This design comes from an exercise in tuning for small area, a short achievable clock period and few clock cycles on the open sky130 flow, not from production work.
RTL that was checked went through simulation tests only; none was proved equivalent to the original.

==> 03-15: inputs <==
## fundamental_milestone
module fundamental_milestone (
		input logic Clock_50,
		input logic Resetn,
		input logic m1_enable,
		input logic [15:0] SRAM_read_data,
		output logic [15:0] SRAM_write_data,
		output logic SRAM_we_n,
		output logic [17:0] SRAM_address,
		output logic m1_disable
		);
clock: 16.0 ns
lec_check: 0
cap_margin: 20
core_margin: 2
core_utilization: 40
cts_cluster_diameter: 60
cts_cluster_size: 30
place_density: 0.6
slew_margin: 20
synth_hierarchical: 1
synth_minimum_keep_size: 0
setup_slack_margin: 11.8
standard.sh (not shown) runs the stock make flow with config.mk's settings and CLKGATE_MAP_FILE= SYNTH_SCRIPT=/design/flow/synth_recipe.tcl, a recipe that flattens the netlist after the stock synthesis.
==> flow/flow/run.sh <==
#!/bin/bash
set -euo pipefail
cat >> config.mk <<'EOC'
export SETUP_SLACK_MARGIN = 11.8
EOC
bash standard.sh > standard.log 2>&1
==> inputs of 09-20, as changes to 03-15 <==
--- a/flow/design.v
+++ b/flow/design.v
@@ -94,15 +94,15 @@
 logic [16:0] ya;       
 logic [17:0] wp;
 logic [17:0] inc;
 logic [7:0]  us0, us1, us2, us3, us4, us5, us6;    
 logic [7:0]  vs0, vs1, vs2, vs3, vs4, vs5, vs6;    
 logic [15:0] ybuf;
 logic        u_en, u_ld, v_en, v_ld;    
-logic [9:0]  fu, fv;            
+logic [9:0]  fv;                
 logic [7:0]  px_y;
 logic [9:0]  px_u, px_v;        
 logic [10:0] r_a, r_b, g_a, g_b, b_a, b_b;
 logic        r_c, g_c, b_c;
 logic [8:0]  p1, p2, p3;        
 logic [7:0]  hold;
 wire ya_0 = up[1] ^ 1'b1;
@@ -204,15 +204,15 @@
 logic [3:0]  nph;
 logic        n_isv, n_pre, n_first, n_78, n_last;
 logic [7:0]  t0, t1, t2, t3, t4, t5;
 logic [7:0]  s0, s1, s2, s3, s4, s5;
 always_comb begin
 	nph = ph + 4'd1;
 	n_isv = (nph == 4'd1) || (nph == 4'd7);
-	n_pre = (nph == 4'd5) || (nph == 4'd7);
+	n_pre = (nph == 4'd7) || (nph == 4'd9);
 	if (n_pre) begin
 		n_first = (col == 7'd79);
 		n_78    = 1'b0;
 		n_last  = (col == 7'd78);
 	end else begin
 		n_first = (col == 7'd0);
 		n_78    = (col == 7'd78);
@@ -1550,38 +1550,38 @@
 wire db_60 = db_18 ^ db_48;
 wire db_61 = db_20 ^ db_49;
 assign b_s = {db_61, db_60, db_59, db_58, db_57, db_56, db_55, db_54, db_53, db_52, db_51};
 logic [7:0] q_r, q_g, q_b;
 assign q_r = r_s[10] ? 8'd0 : (r_s[9] | r_s[8]) ? 8'd255 : r_s[7:0];
 assign q_g = g_s[10] ? 8'd0 : (g_s[9] | g_s[8]) ? 8'd255 : g_s[7:0];
 assign q_b = b_s[10] ? 8'd0 : (b_s[9] | b_s[8]) ? 8'd255 : b_s[7:0];
+always_ff @(posedge Clock_50) begin
+	if (!running) begin
+		ph <= 4'd6;
+		warm <= 2'd0;
+		col <= 7'd77;
+	end else begin
+		ph <= (ph == 4'd9) ? 4'd0 : ph + 4'd1;
+		if (ph == 4'd9) begin
+			if (!wr_en) warm <= warm + 2'd1;
+			col <= (col == 7'd79) ? 7'd0 : col + 7'd1;
+		end
+	end
+end
 always_ff @(posedge Clock_50 or negedge Resetn) begin
 	if (!Resetn) begin
 		running <= 1'b0;
 		SRAM_we_n <= 1'b1;
 		m1_disable <= 1'b0;
-		ph <= 4'd0;
-		warm <= 2'd0;
-		col <= 7'd0;
 	end else begin
 		m1_disable <= 1'b0;
 		if (!running) begin
 			SRAM_we_n <= 1'b1;
-			if (m1_enable) begin
-				running <= 1'b1;
-				ph <= 4'd6;
-				warm <= 2'd0;
-				col <= 7'd77;
-			end
+			if (m1_enable) running <= 1'b1;
 		end else begin
-			ph <= (ph == 4'd9) ? 4'd0 : ph + 4'd1;
-			if (ph == 4'd9) begin
-				if (!wr_en) warm <= warm + 2'd1;
-				col <= (col == 7'd79) ? 7'd0 : col + 7'd1;
-			end
 			case (ph)
 				4'd1, 4'd2, 4'd3, 4'd6, 4'd7, 4'd8: SRAM_we_n <= ~wr_en;
 				default: SRAM_we_n <= 1'b1;
 			endcase
 			if (ph == 4'd8 && wr_en && SRAM_address == 18'h3FFFE) begin
 				m1_disable <= 1'b1;
 				running <= 1'b0;
@@ -1602,35 +1602,34 @@
 			4'd1, 4'd6: SRAM_address <= wp;
 			default: SRAM_address <= inc;
 		endcase
 		if (ph == 4'd0) up <= inc[16:0];
 		if ((ph == 4'd4 || ph == 4'd9) && wr_en) wp <= inc;
 	end
 	if (ph == 4'd3 || ph == 4'd7) ybuf <= SRAM_read_data;
-	u_en <= (ph == 4'd1) || (ph == 4'd2);
+	u_en <= (ph == 4'd1) || (ph == 4'd3);
 	u_ld <= (ph == 4'd1);
 	v_en <= (ph == 4'd0) || (ph == 4'd7);
 	v_ld <= (ph == 4'd7);
 	if (u_en) begin
 		us0 <= us1; us1 <= us2; us2 <= us3; us3 <= us4; us4 <= us5;
 		us5 <= u_ld ? SRAM_read_data[15:8] : us6;
 		us6 <= SRAM_read_data[7:0];
 	end
 	if (v_en) begin
 		vs0 <= vs1; vs1 <= vs2; vs2 <= vs3; vs3 <= vs4; vs4 <= vs5;
 		vs5 <= v_ld ? SRAM_read_data[15:8] : vs6;
 		vs6 <= SRAM_read_data[7:0];
 	end
 	p1 <= p1_d; p2 <= p2_d; p3 <= p3_d;
-	if (ph == 4'd4 || ph == 4'd6) fu <= fout;
 	if (ph == 4'd2 || ph == 4'd8) fv <= fout;
 	case (ph)
-		4'd9: begin px_y <= ybuf[15:8]; px_u <= {2'b00, us2}; px_v <= {2'b00, vs1}; end
-		4'd4: begin px_y <= ybuf[15:8]; px_u <= {2'b00, us1}; px_v <= {2'b00, vs1}; end
-		default: begin px_y <= ybuf[7:0]; px_u <= fu; px_v <= fv; end
+		4'd9, 4'd4: begin px_y <= ybuf[15:8]; px_u <= {2'b00, us2}; px_v <= {2'b00, vs1}; end
+		4'd0, 4'd5: begin px_y <= ybuf[7:0];  px_u <= fout;          px_v <= fv; end
+		default:    begin px_y <= ybuf[7:0];                          px_v <= fv; end
 	endcase
 	r_a <= r_a_d; r_b <= r_b_d; r_c <= r_c_d;
 	g_a <= g_a_d; g_b <= g_b_d; g_c <= g_c_d;
 	b_a <= b_a_d; b_b <= b_b_d; b_c <= b_c_d;
 	case (ph)
 		4'd1, 4'd6: begin SRAM_write_data <= {q_r, q_g}; hold <= q_b; end
 		4'd2, 4'd7: SRAM_write_data <= {hold, q_r};
==> flow/flow/run.sh (replaced) <==
#!/bin/bash
set -euo pipefail
cat >> config.mk <<'EOC'
export SETUP_SLACK_MARGIN = 12.0
EOC
bash standard.sh > standard.log 2>&1
CTS_CLUSTER_DIAMETER = 70   (was 60)
CTS_CLUSTER_SIZE = 36   (was 30)
SETUP_SLACK_MARGIN = 12.0   (was 11.8)
==> inputs of 06-07, as changes to 03-15 <==
CTS_CLUSTER_DIAMETER = not set   (was 60)
CTS_CLUSTER_SIZE = not set   (was 30)
==> qor summary <==
metric	03-15	06-07	09-20
Sequential cell area	0.00925 mm^2	0.00925 mm^2	0.00895 mm^2
Share of the cycle needed by the critical path after routing	27.6%	27.6%	27.7%
Area of the mapped netlist	0.0236 mm^2	0.0236 mm^2	0.0233 mm^2
Core Box Area	0.0579 mm^2	0.0579 mm^2	0.0577 mm^2
Result of the run	no timing/DRC/antenna violations	no timing/DRC/antenna violations	no timing/DRC/antenna violations
Count of state elements after synthesis	374	374	364
Fin crit period	4.42 ns	4.42 ns	4.43 ns
Seq/Total Area, Yosys	38.8%	38.8%	38.0%
Number of different library cells in the post-synthesis netlist	69	69	79
Fraction of the mapped netlist area in simple logic gates	7.03%	7.03%	7.25%
Highest clock rate	226 MHz	226 MHz	226 MHz
Capture endpoint of the worst hold path	px_u[5]	px_v[9]	vs1[0]
GRT met3 Usage	2.81%	3.02%	2.92%
Routed via count	15.0k	15.1k	14.8k
Multi-input logic area	0.0135 mm^2	0.0135 mm^2	0.0138 mm^2
Testbench counts of 09-20, summed over its fixed seeds: cycles 1,536,200.
Only the layout flow was run in 03-15 and 06-07; the RTL was not checked for function there.

-- what the ideal ports hide --
The results above use ideal ports. As a check the final layouts listed here were re-extracted and re-timed, cells and wires unchanged. Step 1 (the two cells are an assumption about what drives the block):
set clk [get_ports {Clock_50}]
set_driving_cell -lib_cell sky130_fd_sc_hd__clkbuf_16 $clk
set_driving_cell -lib_cell sky130_fd_sc_hd__buf_2 [delete_from_list [all_inputs] $clk]
Step 2 adds t to the input delays and takes it off the output delays; t is the mean of the earliest and latest rising clock arrival at the registers after step 1. Input paths then give back, and output paths get back, about the clock's delay inside the block. Slacks: ideal / step 1 / step 2; pairs: ideal / step 1.
run | t (ns) | setup slack, ns | worst setup path after step 2 | latest minus earliest clock arrival (ns)
03-15 | 0.617 | 11.584 / 11.521 / 11.449 | input to register | 0.027 / 0.027
09-20 | 0.652 | 11.569 / 11.514 / 11.609 | register to register | 0.022 / 0.022
06-07 | 0.634 | 11.584 / 11.522 / 11.431 | input to register | 0.026 / 0.026
After both steps setup and hold are still met in every run listed. For 06-07, which loses most, drivers alone change the setup slack by -0.062 ns; drivers and shift together by -0.153 ns.
